This is an optimization exercise on Yosys and OpenROAD, whose aim is small area, a short achievable clock period and few clock cycles, not a production implementation.
In this exercise RTL edits were held to simulation tests only and were not proved equivalent to the original.

### flow/design.v
module INV_IP (
    input  [5:0] IN_P,
    input  [3:0] IN_M,
    output reg [5:0] OUT_INV
);
always @(*) begin
    case ({IN_P[5:1], IN_M})
        {5'd1, 4'd0}: OUT_INV = 6'd1;
        {5'd2, 4'd0}: OUT_INV = 6'd1;
        {5'd3, 4'd0}: OUT_INV = 6'd1;
        {5'd3, 4'd1}: OUT_INV = 6'd5;
        {5'd5, 4'd0}: OUT_INV = 6'd1;
        {5'd5, 4'd1}: OUT_INV = 6'd4;
        {5'd5, 4'd2}: OUT_INV = 6'd9;
        {5'd6, 4'd0}: OUT_INV = 6'd1;
        {5'd6, 4'd1}: OUT_INV = 6'd9;
        {5'd6, 4'd2}: OUT_INV = 6'd8;
        {5'd8, 4'd0}: OUT_INV = 6'd1;
        {5'd8, 4'd1}: OUT_INV = 6'd6;
        {5'd8, 4'd2}: OUT_INV = 6'd7;
        {5'd8, 4'd3}: OUT_INV = 6'd5;
        {5'd9, 4'd0}: OUT_INV = 6'd1;
        {5'd9, 4'd1}: OUT_INV = 6'd13;
        {5'd9, 4'd2}: OUT_INV = 6'd4;
        {5'd9, 4'd3}: OUT_INV = 6'd11;
        {5'd9, 4'd4}: OUT_INV = 6'd17;
        {5'd11, 4'd0}: OUT_INV = 6'd1;
        {5'd11, 4'd1}: OUT_INV = 6'd8;
        {5'd11, 4'd2}: OUT_INV = 6'd14;
        {5'd11, 4'd3}: OUT_INV = 6'd10;
        {5'd11, 4'd4}: OUT_INV = 6'd18;
        {5'd11, 4'd5}: OUT_INV = 6'd21;
        {5'd14, 4'd0}: OUT_INV = 6'd1;
        {5'd14, 4'd1}: OUT_INV = 6'd10;
        {5'd14, 4'd2}: OUT_INV = 6'd6;
        {5'd14, 4'd3}: OUT_INV = 6'd25;
        {5'd14, 4'd4}: OUT_INV = 6'd13;
        {5'd14, 4'd5}: OUT_INV = 6'd8;
        {5'd14, 4'd6}: OUT_INV = 6'd9;
        {5'd15, 4'd0}: OUT_INV = 6'd1;
        {5'd15, 4'd1}: OUT_INV = 6'd21;
        {5'd15, 4'd2}: OUT_INV = 6'd25;
        {5'd15, 4'd3}: OUT_INV = 6'd9;
        {5'd15, 4'd4}: OUT_INV = 6'd7;
        {5'd15, 4'd5}: OUT_INV = 6'd17;
        {5'd15, 4'd6}: OUT_INV = 6'd12;
        {5'd15, 4'd7}: OUT_INV = 6'd29;
        {5'd18, 4'd0}: OUT_INV = 6'd1;
        {5'd18, 4'd1}: OUT_INV = 6'd25;
        {5'd18, 4'd2}: OUT_INV = 6'd15;
        {5'd18, 4'd3}: OUT_INV = 6'd16;
        {5'd18, 4'd4}: OUT_INV = 6'd33;
        {5'd18, 4'd5}: OUT_INV = 6'd27;
        {5'd18, 4'd6}: OUT_INV = 6'd20;
        {5'd18, 4'd7}: OUT_INV = 6'd5;
        {5'd18, 4'd8}: OUT_INV = 6'd24;
        {5'd20, 4'd0}: OUT_INV = 6'd1;
        {5'd20, 4'd1}: OUT_INV = 6'd14;
        {5'd20, 4'd2}: OUT_INV = 6'd33;
        {5'd20, 4'd3}: OUT_INV = 6'd6;
        {5'd20, 4'd4}: OUT_INV = 6'd32;
        {5'd20, 4'd5}: OUT_INV = 6'd15;
        {5'd20, 4'd6}: OUT_INV = 6'd19;
        {5'd20, 4'd7}: OUT_INV = 6'd11;
        {5'd20, 4'd8}: OUT_INV = 6'd29;
        {5'd20, 4'd9}: OUT_INV = 6'd13;
        {5'd21, 4'd0}: OUT_INV = 6'd1;
        {5'd21, 4'd1}: OUT_INV = 6'd29;
        {5'd21, 4'd2}: OUT_INV = 6'd26;
        {5'd21, 4'd3}: OUT_INV = 6'd37;
        {5'd21, 4'd4}: OUT_INV = 6'd24;
        {5'd21, 4'd5}: OUT_INV = 6'd4;
        {5'd21, 4'd6}: OUT_INV = 6'd10;
        {5'd21, 4'd7}: OUT_INV = 6'd23;
        {5'd21, 4'd8}: OUT_INV = 6'd38;
        {5'd21, 4'd9}: OUT_INV = 6'd34;
        {5'd21, 4'd10}: OUT_INV = 6'd41;
        {5'd23, 4'd0}: OUT_INV = 6'd1;
        {5'd23, 4'd1}: OUT_INV = 6'd16;
        {5'd23, 4'd2}: OUT_INV = 6'd19;
        {5'd23, 4'd3}: OUT_INV = 6'd27;
        {5'd23, 4'd4}: OUT_INV = 6'd21;
        {5'd23, 4'd5}: OUT_INV = 6'd30;
        {5'd23, 4'd6}: OUT_INV = 6'd29;
        {5'd23, 4'd7}: OUT_INV = 6'd22;
        {5'd23, 4'd8}: OUT_INV = 6'd36;
        {5'd23, 4'd9}: OUT_INV = 6'd5;
        {5'd23, 4'd10}: OUT_INV = 6'd9;
        {5'd23, 4'd11}: OUT_INV = 6'd45;
        {5'd26, 4'd0}: OUT_INV = 6'd1;
        {5'd26, 4'd1}: OUT_INV = 6'd18;
        {5'd26, 4'd2}: OUT_INV = 6'd32;
        {5'd26, 4'd3}: OUT_INV = 6'd38;
        {5'd26, 4'd4}: OUT_INV = 6'd6;
        {5'd26, 4'd5}: OUT_INV = 6'd29;
        {5'd26, 4'd6}: OUT_INV = 6'd49;
        {5'd26, 4'd7}: OUT_INV = 6'd46;
        {5'd26, 4'd8}: OUT_INV = 6'd25;
        {5'd26, 4'd9}: OUT_INV = 6'd14;
        {5'd26, 4'd10}: OUT_INV = 6'd48;
        {5'd26, 4'd11}: OUT_INV = 6'd30;
        {5'd26, 4'd12}: OUT_INV = 6'd17;
        {5'd29, 4'd0}: OUT_INV = 6'd1;
        {5'd29, 4'd1}: OUT_INV = 6'd20;
        {5'd29, 4'd2}: OUT_INV = 6'd12;
        {5'd29, 4'd3}: OUT_INV = 6'd17;
        {5'd29, 4'd4}: OUT_INV = 6'd46;
        {5'd29, 4'd5}: OUT_INV = 6'd43;
        {5'd29, 4'd6}: OUT_INV = 6'd50;
        {5'd29, 4'd7}: OUT_INV = 6'd4;
        {5'd29, 4'd8}: OUT_INV = 6'd7;
        {5'd29, 4'd9}: OUT_INV = 6'd28;
        {5'd29, 4'd10}: OUT_INV = 6'd45;
        {5'd29, 4'd11}: OUT_INV = 6'd18;
        {5'd29, 4'd12}: OUT_INV = 6'd26;
        {5'd29, 4'd13}: OUT_INV = 6'd35;
        {5'd29, 4'd14}: OUT_INV = 6'd57;
        {5'd30, 4'd0}: OUT_INV = 6'd1;
        {5'd30, 4'd1}: OUT_INV = 6'd41;
        {5'd30, 4'd2}: OUT_INV = 6'd49;
        {5'd30, 4'd3}: OUT_INV = 6'd35;
        {5'd30, 4'd4}: OUT_INV = 6'd34;
        {5'd30, 4'd5}: OUT_INV = 6'd50;
        {5'd30, 4'd6}: OUT_INV = 6'd47;
        {5'd30, 4'd7}: OUT_INV = 6'd57;
        {5'd30, 4'd8}: OUT_INV = 6'd18;
        {5'd30, 4'd9}: OUT_INV = 6'd45;
        {5'd30, 4'd10}: OUT_INV = 6'd32;
        {5'd30, 4'd11}: OUT_INV = 6'd8;
        {5'd30, 4'd12}: OUT_INV = 6'd22;
        {5'd30, 4'd13}: OUT_INV = 6'd52;
        {5'd30, 4'd14}: OUT_INV = 6'd40;
        default: OUT_INV = 6'd0;
    endcase
end
endmodule
module EC_TOP(
    clk, rst_n, in_valid,
    in_Px, in_Py, in_Qx, in_Qy, in_prime, in_a,
    out_valid, out_Rx, out_Ry
);
input clk, rst_n, in_valid;
input [5:0] in_Px, in_Py, in_Qx, in_Qy, in_prime, in_a;
output reg out_valid;
output [5:0] out_Rx, out_Ry;
function [5:0] red6;      
    input [12:0] n;
    input [7:0]  np;      
    integer k;
    reg [12:0] r;
    reg [7:0]  d;
    begin
        r = n;
        for (k = 5; k >= 0; k = k - 1) begin
            d = {1'b0, r[k +: 7]} + np;
            if (!d[7]) r[k +: 7] = d[6:0];
        end
        red6 = r[5:0];
    end
endfunction
function [5:0] red8;      
    input [13:0] n;
    input [7:0]  np;      
    integer k;
    reg [14:0] r;
    reg [7:0]  d;
    begin
        r = {1'b0, n};
        for (k = 7; k >= 0; k = k - 1) begin
            d = {1'b0, r[k +: 7]} + np;
            if (!d[7]) r[k +: 7] = d[6:0];
        end
        red8 = r[5:0];
    end
endfunction
function [5:0] subm;
    input [5:0] a, b, p;
    reg [6:0] d;
    begin
        d = {1'b0, a} - {1'b0, b};
        subm = d[6] ? d[5:0] + p : d[5:0];
    end
endfunction
function [5:0] halfm;
    input [5:0] v, p;
    reg [6:0] t;
    begin
        t = v[0] ? {1'b0, v} + {1'b0, p} : {1'b0, v};
        halfm = t[6:1];
    end
endfunction
wire [5:0] p = in_prime;
wire [7:0] np1 = 8'd0 - {2'b0, p};
wire dbl = (in_Px == in_Qx) && (in_Py == in_Qy);
wire [11:0] sq   = in_Px * in_Px;
wire [13:0] n3   = {sq, 1'b0} + sq + in_a;
wire [5:0]  numD = red8(n3, np1);
wire [5:0]  numA = subm(in_Qy, in_Py, p);
wire [5:0]  num  = dbl ? numD : numA;
wire [6:0]  py2  = {in_Py, 1'b0};
wire [6:0]  py2r = py2 - {1'b0, p};
wire [5:0]  denD = py2r[6] ? py2[5:0] : py2r[5:0];
wire [5:0]  denA = subm(in_Qx, in_Px, p);
wire [5:0]  den  = dbl ? denD : denA;
wire        neg  = den > {1'b0, p[5:1]};
wire [5:0]  dh   = neg ? p - den : den;      
reg  [2:0]  k;
reg  [4:0]  m;
always @(*) begin
    casez (dh[4:0])
        5'b????1: begin k = 3'd0; m = dh[4:0];        end
        5'b???10: begin k = 3'd1; m = {1'b0, dh[4:1]}; end
        5'b??100: begin k = 3'd2; m = {2'b0, dh[4:2]}; end
        5'b?1000: begin k = 3'd3; m = {3'b0, dh[4:3]}; end
        default:  begin k = 3'd4; m = 5'd1;            end
    endcase
end
wire [5:0] im;
INV_IP u_inv(.IN_P(p), .IN_M(m[4:1]), .OUT_INV(im));
wire [5:0] im1 = (k > 3'd0) ? halfm(im,  p) : im;
wire [5:0] im2 = (k > 3'd1) ? halfm(im1, p) : im1;
wire [5:0] im3 = (k > 3'd2) ? halfm(im2, p) : im2;
wire [5:0] im4 = (k > 3'd3) ? halfm(im3, p) : im3;
wire [5:0] inv = neg ? subm(6'd0, im4, p) : im4;
wire [5:0] s = red6(num * inv, np1);
reg [5:0] s_r, px_r, qx_r, py_r, p_r;
always @(posedge clk) begin
    s_r  <= s;
    px_r <= in_Px;
    qx_r <= in_Qx;
    py_r <= in_Py;
    p_r  <= in_prime;
end
always @(posedge clk or negedge rst_n)
    if (!rst_n) out_valid <= 1'b0;
    else        out_valid <= in_valid;
wire [7:0] np2 = 8'd0 - {2'b0, p_r};
wire [12:0] xs = s_r * s_r + {p_r, 1'b0} - px_r - qx_r;
assign out_Rx  = red6(xs, np2);
wire [5:0]  t  = subm(px_r, out_Rx, p_r);
wire [12:0] ys = s_r * t + p_r - py_r;
assign out_Ry  = red6(ys, np2);
endmodule
### flow/run.sh
#!/bin/bash
# synth_recipe.tcl (not shown) runs the flow's synth.tcl, then flattens the netlist and writes it again
# the make line also repeats each setting of config.mk as NAME=value (left out here)
make -C /OpenROAD-flow-scripts/flow DESIGN_CONFIG=/design/flow/config.mk WORK_HOME=/design/flow/orfs CLKGATE_MAP_FILE= SYNTH_SCRIPT=/design/flow/synth_recipe.tcl finish
### flow/config.mk
export PLATFORM = sky130hd
export DESIGN_NAME = EC_TOP
export DESIGN_NICKNAME = EC_TOP
export VERILOG_FILES = /design/flow/design.v
export SDC_FILE = /design/flow/constraint.sdc
export NUM_CORES = 4
export LEC_CHECK = 0
export CAP_MARGIN = 20
export CORE_MARGIN = 2
export CORE_UTILIZATION = 30
export PLACE_DENSITY = 0.5
export SLEW_MARGIN = 20
### flow/constraint.sdc
create_clock -name core_clock -period 80.0 [get_ports {clk}]
set_input_delay 16.0000 -clock core_clock [delete_from_list [all_inputs] [get_ports {clk}]]
set_output_delay 16.0000 -clock core_clock [all_outputs]
set_load 0.01 [all_outputs]
==> results.sh <==
export IMPL_gr_total_overflow=0
export IMPL_critPathMaxStageDelay_ns=0.64
export IMPL_cts_tree="built"
export IMPL_die_y_um=264
export IMPL_num_vias=18662
export IMPL_grt_setup_unrepaired="no"
export IMPL_fin_crit_ns=52.99
export IMPL_grt_max_degree=36
export IMPL_cts_sinks=31
export IMPL_initial_core_util=0.303
export IMPL_worstMarginPinSlew_ns=1.25
export IMPL_hpwl_mm=50.1
export IMPL_cts_resized=0
export IMPL_cts_hold_buf=0
export IMPL_ys_types=110
export IMPL_synth_ff_latch_count=31
export IMPL_die_area_um2=69900
export IMPL_async_flop_share=0.0323
export IMPL_drc_errors=0
export IMPL_first_pass_iters=7
export IMPL_place_ws_ns=26.78
export IMPL_clock_path_buffers=2
export IMPL_worstPathArrival_ns=53.17
export IMPL_hold_path_class="primary input to async pin"
export IMPL_critPathMaxFanout=10
export IMPL_synth_seq_area_share=0.0308
export IMPL_die_x_um=264
export IMPL_drv_slew=0
export IMPL_grt_pass1_wl_mm=101
export IMPL_layout_common_cells="ha_1, inv_1, a21oi_1"
export IMPL_finalSetupViolCount=0
export IMPL_postSynthNetCount=3055
export IMPL_utilization=0.329
export IMPL_slowest_stage="clkdlybuf4s50_1"
export IMPL_io_buffers=51
export IMPL_synth_edf_count=0
export IMPL_finalHoldViolCount=0
export IMPL_criticalPathCategory="primary input to register"
export IMPL_gp_congestion=0.954
export IMPL_status="complete, no violations"
export IMPL_final_common_cell="ha_1"
export IMPL_post_cts_buffers=0
export IMPL_fp_coreArea_um2=67200
export IMPL_h_tree_depth=2
export IMPL_cts_root_buf="clkbuf_16"
export IMPL_postLayoutSetupSlackWorst_ns=27.01
export IMPL_ant_nets=0
export IMPL_routed_via_density=5.47
export IMPL_row_count=95
export IMPL_antenna_found_initial=4
export IMPL_cp_end_kind="register"
export IMPL_final_nets=3081
export IMPL_track_usage=0.177
export IMPL_drive_gt1_frac=0.0767
export IMPL_synthToLayoutAreaGrowth_pct=8.58
export IMPL_wire_per_inst_um=18.3
export IMPL_timing_final_crit_share=0.662
export IMPL_cts_buffers=5
export IMPL_io_pins=52
export IMPL_postPlaceCellArea_um2=21900
export IMPL_drt_iter0_markers=1317
export IMPL_grt_pass1_vias=18806
export IMPL_cp_required_ns=80.18
export IMPL_n_antenna_cell=0
export IMPL_synth_ff_type="dfxtp_1"
export IMPL_critPathMostFrequentCell="a21oi_1"
export IMPL_max_freq_mhz=18.9
export IMPL_synth_avg_cell_area_um2=8.09
export IMPL_ys_warn_count=2
export IMPL_tns_ns=0
export IMPL_syn_inst=2514
export IMPL_maxSlewHeadroom=0.162
export IMPL_path_clk_slew_ns=0.06
export IMPL_maxCapViolCount=0
export IMPL_synth_area_um2=20300
export IMPL_final_area_um2=22100
export IMPL_drt_wl_total_mm=62.4
export IMPL_start_kind="primary input"
critical path, delay by kind of cell:
kind            cells  cell delay (ns)
compound gates     89            15.94
fa+ha+maj          24             8.29
xor+xnor           16             5.32
mux                12             4.87
buf+inv            13             1.75
simple gates       11             0.97
final timing paths:
kind	from	end	slack (ns)	depth (start not counted)
max in group asynchronous	rst_n	out_valid$_DFF_PN0_	64.06	1
max	in_Px[3]	s_r[2]$_DFF_P_	27.01	165
min in group core_clock	in_valid	out_valid$_DFF_PN0_	16.15	1
min	rst_n	out_valid$_DFF_PN0_	15.85	1
through the flow:
step | instances | hold WS, ns
after floorplan | 2514 | 15.70
after global placement | 3406 | 16.15
after detailed placement | 3406 | 16.15
after CTS | 3414 | 15.84
after global routing | 3414 | 15.85
final | 3414 | 15.85
registers in the layout (all words and copies together) (netlist names):
signal and count:
p_r 6, out_valid 1, s_r 6, qx_r 6, py_r 6, px_r 6
Yosys cell counts, drive strengths merged, types with 10 or more instances:
cell,count,area share
a2111oi,11,0.0060
a211o,12,0.0052
a211oi,33,0.013
a21o,126,0.047
a21oi,196,0.050
a31oi,14,0.0043
and2,38,0.012
buf,32,0.010
clkbuf,32,0.0059
dfxtp,30,0.030
fa,122,0.12
ha,380,0.23
inv,273,0.050
mux2,85,0.047
mux2i,26,0.013
nand2,181,0.034
nand2b,21,0.0068
nand3,36,0.0091
nand4,12,0.0037
nor2,127,0.024
nor2b,18,0.0055
nor3,45,0.012
nor4,12,0.0046
o211a,10,0.0049
o211ai,33,0.014
o21a,17,0.0063
o21ai,126,0.031
o21bai,56,0.021
o31ai,15,0.0065
or3,24,0.0081
xnor2,150,0.065
xor2,79,0.034
layout make-up:
cell class              count  area [um2]
repair buffers             83         751
multi-input cells        2144       18400
clock buffers               5         125
flip-flops and latches     31         626
fillers                  7023       45100
inverters                 275        1030
clock inverters             3        43.8
well taps                 873        1090
cells by family (layout without fill, tap and decap cells):
group / count (synthesis) / in the layout / share of synthesized area
XOR/XNOR: 229 / 229 / 0.0986
buffers and inverters: 339 / 366 / 0.0669
AND/OR/NAND/NOR: 549 / 549 / 0.132
adder cells (fa/ha/maj): 502 / 502 / 0.354
flip-flops: 31 / 31 / 0.0308
AO/OA/AOI/OAI: 753 / 753 / 0.258
multiplexers: 111 / 111 / 0.0602
per-layer routing:
layer / vias up / track usage / routed length [um] / part of all wire
li1: 9090 / - / - / -
met1: 9011 / 0.238 / 28700 / 0.46
met2: 475 / 0.310 / 29700 / 0.48
met3: 82 / 0.0135 / 2800 / 0.045
met4: 4 / 0.0350 / 1190 / 0.019
met5: - / 0 / 22 / 0.00035
Testbench counts, summed over its fixed seeds: cycles 1,600.

-- static timing again, ports no longer ideal --
How much do the figures lean on ideal ports? The routed layout below was timed once more, with nothing changed but the port constraints.
Step 1, drivers: a clkbuf_16 drives clk and a buf_2 each remaining input, both assumed.
Step 2, shift: input delay + t, output delay - t, t = (earliest + latest rising clock arrival at the registers) / 2. This alone moves slack from input paths to output paths.
Slacks: ideal / step 1 / step 2; pairs: ideal / step 1.
t (ns): 0.326
slack for setup (ns): 27.009 / 26.982 / 26.656
latest minus earliest clock arrival (ns): 0.004 / 0.004
worst slew at a driven data input, ns: 0.11
After both steps setup and hold are still met in this run. The setup slack of this run moves by -0.027 ns with the drivers and by -0.353 ns with both steps.
